Source: an optimization exercise on an open RTL-to-GDS flow (aim: small area, a short achievable clock period and few clock cycles). Production flows keep margins and buffers that such runs may drop. RTL that was checked went through simulation tests only; none was proved equivalent to the original. No activity file was given, so power comes from the tool's default toggle rates.

Design LBP, start of the top module:
module LBP ( clk, reset, gray_addr, gray_req, gray_data, lbp_addr, lbp_write, lbp_data, finish);
input   	clk;
input   	reset;
output  [5:0] 	gray_addr;
output        	gray_req;
input   	[7:0] 	gray_data;
output reg [5:0] 	lbp_addr;
output reg 		lbp_write;
output reg [7:0] 	lbp_data;
output reg 	finish;
reg [5:0] cnt;
wire [2:0] r = cnt[5:3];
wire [2:0] c = cnt[2:0];
assign gray_addr = cnt;
assign gray_req  = 1'b1;
always @(posedge clk or posedge reset)
begin
	if (reset) begin
		cnt <= 6'd0;
		finish <= 1'b0;
	end else begin
		cnt <= cnt + 6'd1;
		if (cnt == 6'd63) finish <= 1'b1;
	end
end
always @(posedge clk)
begin
	lbp_write <= !finish && (r >= 3'd2) && (c >= 3'd2);
end
reg [7:0] s1, s2, s3, s4, s5, s6, s7, s8, s9;
wire [7:0] n = gray_data;     
wire [7:0] a = ~s9;           
wire [7:0] b = ~s8;           
wire [7:0] cc = ~s7;          
wire [7:0] d = ~s1;           
always @(posedge clk)
begin
	s1 <= ~n; s2 <= s1; s3 <= s2; s4 <= s3; s5 <= s4;
  ...
For scale: about 130 flip-flops, about 33 I/O pins.
clock: 4.0 ns
lec_check: 0
cap_margin: 20
core_margin: 2
core_utilization: 65
gpl_routability_driven: 0
setup_slack_margin: 2.3
slew_margin: 20
standard.sh (not shown) runs the stock make flow with config.mk's settings and CLKGATE_MAP_FILE= SYNTH_SCRIPT=/design/flow/synth_recipe.tcl, a recipe that flattens the netlist after the stock synthesis.
==> flow/flow/run.sh <==
#!/bin/bash
# The standard layout, with plain buf_2 cells as the port buffers and a
# clkbuf_16 root and clkbuf_4 leaves in the clock tree, without dummy loads.
set -euo pipefail
export BUFFER_PORTS_ARGS="-buffer_cell sky130_fd_sc_hd__buf_2"
export CTS_ARGS="-sink_clustering_enable -repair_clock_nets -sink_clustering_size 50 -sink_clustering_max_diameter 100 -buf_list {sky130_fd_sc_hd__clkbuf_4} -root_buf sky130_fd_sc_hd__clkbuf_16 -dont_use_dummy_load"
bash standard.sh > standard.log 2>&1
Testbench counts at the start, summed over its fixed seeds: cycles 4,160.
Edit:
==> flow/flow/run.sh (replaced) <==
#!/bin/bash
# The standard layout, with plain buf_2 cells as the port buffers and a
# clock tree without dummy loads.
set -euo pipefail
export BUFFER_PORTS_ARGS="-buffer_cell sky130_fd_sc_hd__buf_2"
export CTS_ARGS="-sink_clustering_enable -repair_clock_nets -sink_clustering_size 50 -sink_clustering_max_diameter 100 -buf_list {sky130_fd_sc_hd__clkbuf_8} -root_buf sky130_fd_sc_hd__clkbuf_16 -dont_use_dummy_load"
bash standard.sh > standard.log 2>&1
CORE_UTILIZATION = 55   (was 65)
CTS_BUF_LIST = sky130_fd_sc_hd__clkbuf_8 sky130_fd_sc_hd__clkbuf_4   (was unset)
CTS_CLUSTER_DIAMETER = 100   (was unset)
CTS_CLUSTER_SIZE = 40   (was unset)
GPL_ROUTABILITY_DRIVEN = unset   (was 0)
After rerunning:
- The new run ran to the end with no violations
- worst setup slack loses 0.021 ns
- final area rose by 2.7%
- clock-buffer cell count does not change
- synthesized area is unchanged
- via count fell by about 2.4%
- flip-flop and latch count does not change
- first-iteration DRC count rose by about 16%

========
== run 1 ==
LBP, a different RTL version from the one above (not shown whole).
Size in the first run: roughly 270 cells after synthesis, ~140 flip-flops, roughly 3800 µm² of cells after synthesis.
Design LBP, start of the top module:
module LBP ( clk, reset, gray_addr, gray_req, gray_data, lbp_addr, lbp_write, lbp_data, finish);
clock: 4.0 ns
lec_check: 0
cap_margin: 20
core_margin: 2
core_utilization: 55
cts_buf_list: sky130_fd_sc_hd__clkbuf_8 sky130_fd_sc_hd__clkbuf_4
cts_cluster_diameter: 100
cts_cluster_size: 40
setup_slack_margin: 2.5
slew_margin: 20
==> flow/flow/run.sh <==
#!/bin/bash
# The standard layout, with plain buf_2 cells as the port buffers instead of
# the slow delay cells buffer_ports picks by default.
set -euo pipefail
export BUFFER_PORTS_ARGS="-buffer_cell sky130_fd_sc_hd__buf_2"
bash standard.sh > standard.log 2>&1
Here is what was changed in the inputs of run 2 compared with run 1.
Settings: SETUP_SLACK_MARGIN: 2.5 -> 2.2.
Notes after the runs:
For run 1, the capturing element of the worst setup path was gray_addr[2], unlike run 2, where it was gray_addr[1].
Compared with run 1, non-clock buffer total of the final layout in run 2 decreased by a few percent.
Run 2 vs. run 1: core utilization decreased 1.6 points; fill cell instance count of the final layout rose 4.
Looking at launch point of the worst path, the cnt[1]$_DFFE_PP0N_ result is from run 2; the cnt[2]$_DFFE_PP0N_ one comes from run 1.
Summary of run 2 over run 1: standard cell area after detailed placement now sits lower; overall routed net length moved up; post-synthesis to final-layout area growth moved down; global-route usage flat.
Run 2: data arrival at the endpoint of the critical path 30 ps above run 1
Run 2 — post-placement worst setup slack 13 ps lower, run 1 as reference
From run 1 to run 2 the numbers moved as follows: area of all placed cells without fillers went down by 2.3%, portion of the clock cycle consumed by the worst path in the final layout went up by 0.83 points.
Inputs modified between run 2 and run 3:
Settings: SETUP_SLACK_MARGIN now 2.35, was 2.2.
==> comparison <==
Run 2 ended with every stage complete and zero timing, DRC or antenna violations.
Run 3 reached the end of the flow, and the finished layout is clean on the timing, DRC and antenna checks.
Summary of the comparison: hold slack is higher in run 3, relative to run 2.
[run 3 vs run 2] via count normalized by instance count: higher in run 3
Looking at met1 track utilization from global routing, run 3 sits above run 2.
[compare] base=run 2 new=run 3: total power shrank by about 1.3%; wire length went down about 3.3%.
> inputs changed (run 3 -> run 4)
Settings: SETUP_SLACK_MARGIN changed from 2.35 to 2.2.
==> flow/flow/run.sh <==
#!/bin/bash
# The standard layout, with plain buf_4 cells as the port buffers instead of
# the slow delay cells buffer_ports picks by default.
set -euo pipefail
export BUFFER_PORTS_ARGS="-buffer_cell sky130_fd_sc_hd__buf_4"
bash standard.sh > standard.log 2>&1
## What came out
Total power draw: run 4 vs run 3 up 4.5%
Run 4 against run 3: total internal power moved up, maximum frequency has remained practically unchanged.
Run 4 has post-cts repair resize count below what run 3 had.
Function was not checked in any run of this note: the RTL went through the layout flow alone.

========
== lane 1 ==
The RTL this note starts from:
==> flow/design.v <==
`timescale 1ns/10ps
module LBP ( clk, reset, gray_addr, gray_req, gray_data, lbp_addr, lbp_write, lbp_data, finish);
input   	clk;
input   	reset;
output  [5:0] 	gray_addr;
output        	gray_req;
input   	[7:0] 	gray_data;
output reg [5:0] 	lbp_addr;
output reg 		lbp_write;
output reg [7:0] 	lbp_data;
output reg 	finish;
reg [5:0] cnt;
wire [2:0] r = cnt[5:3];
wire [2:0] c = cnt[2:0];
assign gray_addr = cnt;
assign gray_req  = 1'b1;
always @(posedge clk or posedge reset)
begin
	if (reset) begin
		cnt <= 6'd0;
		finish <= 1'b0;
	end else begin
		cnt <= cnt + 6'd1;
		if (cnt == 6'd63) finish <= 1'b1;
	end
end
always @(posedge clk)
begin
	lbp_write <= !finish && (r >= 3'd2) && (c >= 3'd2);
end
reg [7:0] s1, s2, s3, s4, s5, s6, s7, s8, s9;
wire [7:0] n = gray_data;     
wire [7:0] a = ~s9;           
wire [7:0] b = ~s8;           
wire [7:0] cc = ~s7;          
wire [7:0] d = ~s1;           
always @(posedge clk)
begin
	s1 <= ~n; s2 <= s1; s3 <= s2; s4 <= s3; s5 <= s4;
	s6 <= s5; s7 <= s6; s8 <= s7; s9 <= s8;
end
reg [3:0] l0_1, l0_2, l0_3, l0_4, l0_5, l0_6, l0_7, l0_8, l0_9;
reg [1:0] l5;
reg       l6;
function [1:0] cmp;   
	input [7:0] x, y;
	reg [7:0] g, p;
	reg [3:0] g2, p2;
	reg [1:0] g4, p4;
	begin
		g = x & ~y;
		p = x | ~y;
		g2 = {g[7] | p[7] & g[6], g[5] | p[5] & g[4], g[3] | p[3] & g[2], g[1] | p[1] & g[0]};
		p2 = {g[7] | p[7] & p[6], g[5] | p[5] & p[4], g[3] | p[3] & p[2], g[1] | p[1] & p[0]};
		g4 = {g2[3] | p2[3] & g2[2], g2[1] | p2[1] & g2[0]};
		p4 = {g2[3] | p2[3] & p2[2], g2[1] | p2[1] & p2[0]};
		cmp = {g4[1] | p4[1] & g4[0], g4[1] | p4[1] & p4[0]};
	end
endfunction
wire [1:0] ca = cmp(a, n), cb = cmp(b, n), cc2 = cmp(cc, n), cd = cmp(d, n), cba = cmp(b, a);
wire a_ge = ca[0], n_ge_a = ~ca[1];
wire b_ge = cb[0], n_ge_b = ~cb[1];
wire c_ge = cc2[0], n_ge_c = ~cc2[1];
wire d_ge = cd[0];
wire b_ge_a = cba[0];
always @(posedge clk)
begin
	l0_1 <= {d_ge, c_ge, b_ge, a_ge};
	l0_2 <= l0_1; l0_3 <= l0_2; l0_4 <= l0_3; l0_5 <= l0_4;
	l0_6 <= l0_5; l0_7 <= l0_6; l0_8 <= l0_7; l0_9 <= l0_8;
	l5 <= {l5[0], n_ge_c};
	l6 <= n_ge_b;
	lbp_data <= {n_ge_a, l6, l5[1], b_ge_a, l0_9};
	lbp_addr <= {r - 3'd1, c - 3'd1};
end
endmodule
==> flow/config.mk <==
export PLATFORM = sky130hd
export DESIGN_NAME = LBP
export DESIGN_NICKNAME = LBP
export VERILOG_FILES = /design/flow/design.v
export SDC_FILE = /design/flow/constraint.sdc
export NUM_CORES = 4
export LEC_CHECK = 0
export CAP_MARGIN = 20
export CORE_MARGIN = 2
export CORE_UTILIZATION = 55
export CTS_BUF_LIST = sky130_fd_sc_hd__clkbuf_8 sky130_fd_sc_hd__clkbuf_4
export CTS_CLUSTER_DIAMETER = 100
export CTS_CLUSTER_SIZE = 40
export SETUP_SLACK_MARGIN = 2.3
export SLEW_MARGIN = 20
==> flow/constraint.sdc <==
create_clock -name core_clock -period 4.0 [get_ports {clk}]
set_input_delay 0.8000 -clock core_clock [delete_from_list [all_inputs] [get_ports {clk}]]
set_output_delay 0.8000 -clock core_clock [all_outputs]
set_load 0.01 [all_outputs]
==> flow/flow/run.sh <==
#!/bin/bash
# The standard layout, with plain buf_2 cells as the port buffers and a
# clkbuf_16 root and clkbuf_8 leaves in the clock tree, without dummy loads.
set -euo pipefail
export BUFFER_PORTS_ARGS="-buffer_cell sky130_fd_sc_hd__buf_2"
export CTS_ARGS="-sink_clustering_enable -repair_clock_nets -sink_clustering_size 50 -sink_clustering_max_diameter 100 -buf_list {sky130_fd_sc_hd__clkbuf_4} -root_buf sky130_fd_sc_hd__clkbuf_16 -dont_use_dummy_load"
bash standard.sh > standard.log 2>&1
Testbench counts of lane 1, summed over its fixed seeds: cycles 4,160.
#### Input delta (lane 2 over lane 1)
- removing CTS_CLUSTER_DIAMETER (formerly 100)
- removing CTS_CLUSTER_SIZE (formerly 40)
- removing CTS_BUF_LIST (formerly sky130_fd_sc_hd__clkbuf_8 sky130_fd_sc_hd__clkbuf_4)
- setting PLACE_DENSITY to 0.75 for the first time
- changing CORE_UTILIZATION from 55 to 65
-- flow/flow/run.sh --
<<< lane 1, line 3
# clkbuf_16 root and clkbuf_8 leaves in the clock tree, without dummy loads.
>>> lane 2, line 3
# clkbuf_16 root and clkbuf_4 leaves in the clock tree, without dummy loads.
Results
- Lane 2 | status: complete | timing, DRC, antenna: pass
- Compared with lane 1, lane 2 shows a higher overall power after layout.
- | setup slack | lane 2 vs lane 1 | better |
- [compare] base=lane 1 new=lane 2: routed wire length +about 5%, cell count -1.7%, clock-pin slew on the worst setup and hold paths -0.02 ns, worst hold slack across all endpoints +0.012 ns.
Relative to lane 2, the following input files were edited for lane 3:
- CTS_CLUSTER_SIZE newly set to 40
- CTS_BUF_LIST newly set to sky130_fd_sc_hd__clkbuf_8 sky130_fd_sc_hd__clkbuf_4
- CTS_CLUSTER_DIAMETER newly set to 100
- PLACE_DENSITY removed (was 0.75)
[summary]
- Side by side, global-route wire length before repair turned out higher in lane 3 than in lane 2.
- Looking at layout overhead on the synthesized area across lane 2 and lane 3, the one that comes out higher is lane 3.
- The utilization was comparable across lane 2 and lane 3.
- From lane 2 to lane 3 the numbers moved as follows: setup slack stayed essentially flat; number of search-and-repair iterations in the first detailed-routing pass has increased.
- Compared with lane 2, in lane 3 share of the clock period used by the worst path after layout did not really move; combinational group share of total power did not really move; clock latency reported for the late side of the worst-skew pair did not really move.
- ~same data arrival time of the critical path in lane 2 and lane 3
- Status: power density relative to cell area parity (lane 2, lane 3)
- The average wire per cell in the routed design number comes out lower for lane 2 vs lane 3.
- Every stage of the flow completed for lane 3, and the final layout passed the timing, DRC and antenna checks.

[afterwards: timing with drivers on the ports]
The results above use ideal ports. As a check the final layouts listed here were re-extracted and re-timed, cells and wires unchanged. Step 1: set_driving_cell puts a clkbuf_16 on clk and a buf_2 on each other input, an assumption about the parent block. Step 2 times the ports against the registers' clock, not the clock port: input delays grow and output delays shrink by t, the midpoint of the rising clock arrivals with the driver on. a / b / c = no drivers / after step 1 / after step 2; a / b = the first two.
| run | t (ns) | setup WS [ns] | worst data-port slew with drivers (ns) |
|---|---|---|---|
| the first run of note 1 | 0.365 | 2.335 / 2.298 / 2.011 | 0.04 |
| the second run of note 1 | 0.371 | 2.314 / 2.276 / 1.987 | 0.03 |
| run 1 | 0.441 | 2.253 / 2.224 / 2.119 | 0.03 |
| run 2 | 0.458 | 2.219 / 2.188 / 2.030 | 0.03 |
| run 3 | 0.453 | 2.239 / 2.208 / 2.062 | 0.03 |
| run 4 | 0.454 | 2.238 / 2.209 / 2.022 | 0.03 |
| lane 1 | 0.356 | 2.330 / 2.294 / 1.996 | 0.03 |
| lane 2 | 0.359 | 2.337 / 2.303 / 2.017 | 0.04 |
| lane 3 | 0.365 | 2.335 / 2.298 / 2.011 | 0.04 |
After both steps setup and hold are still met in every run listed. For lane 1, which loses most, drivers alone change the setup slack by -0.036 ns; drivers and shift together by -0.334 ns.
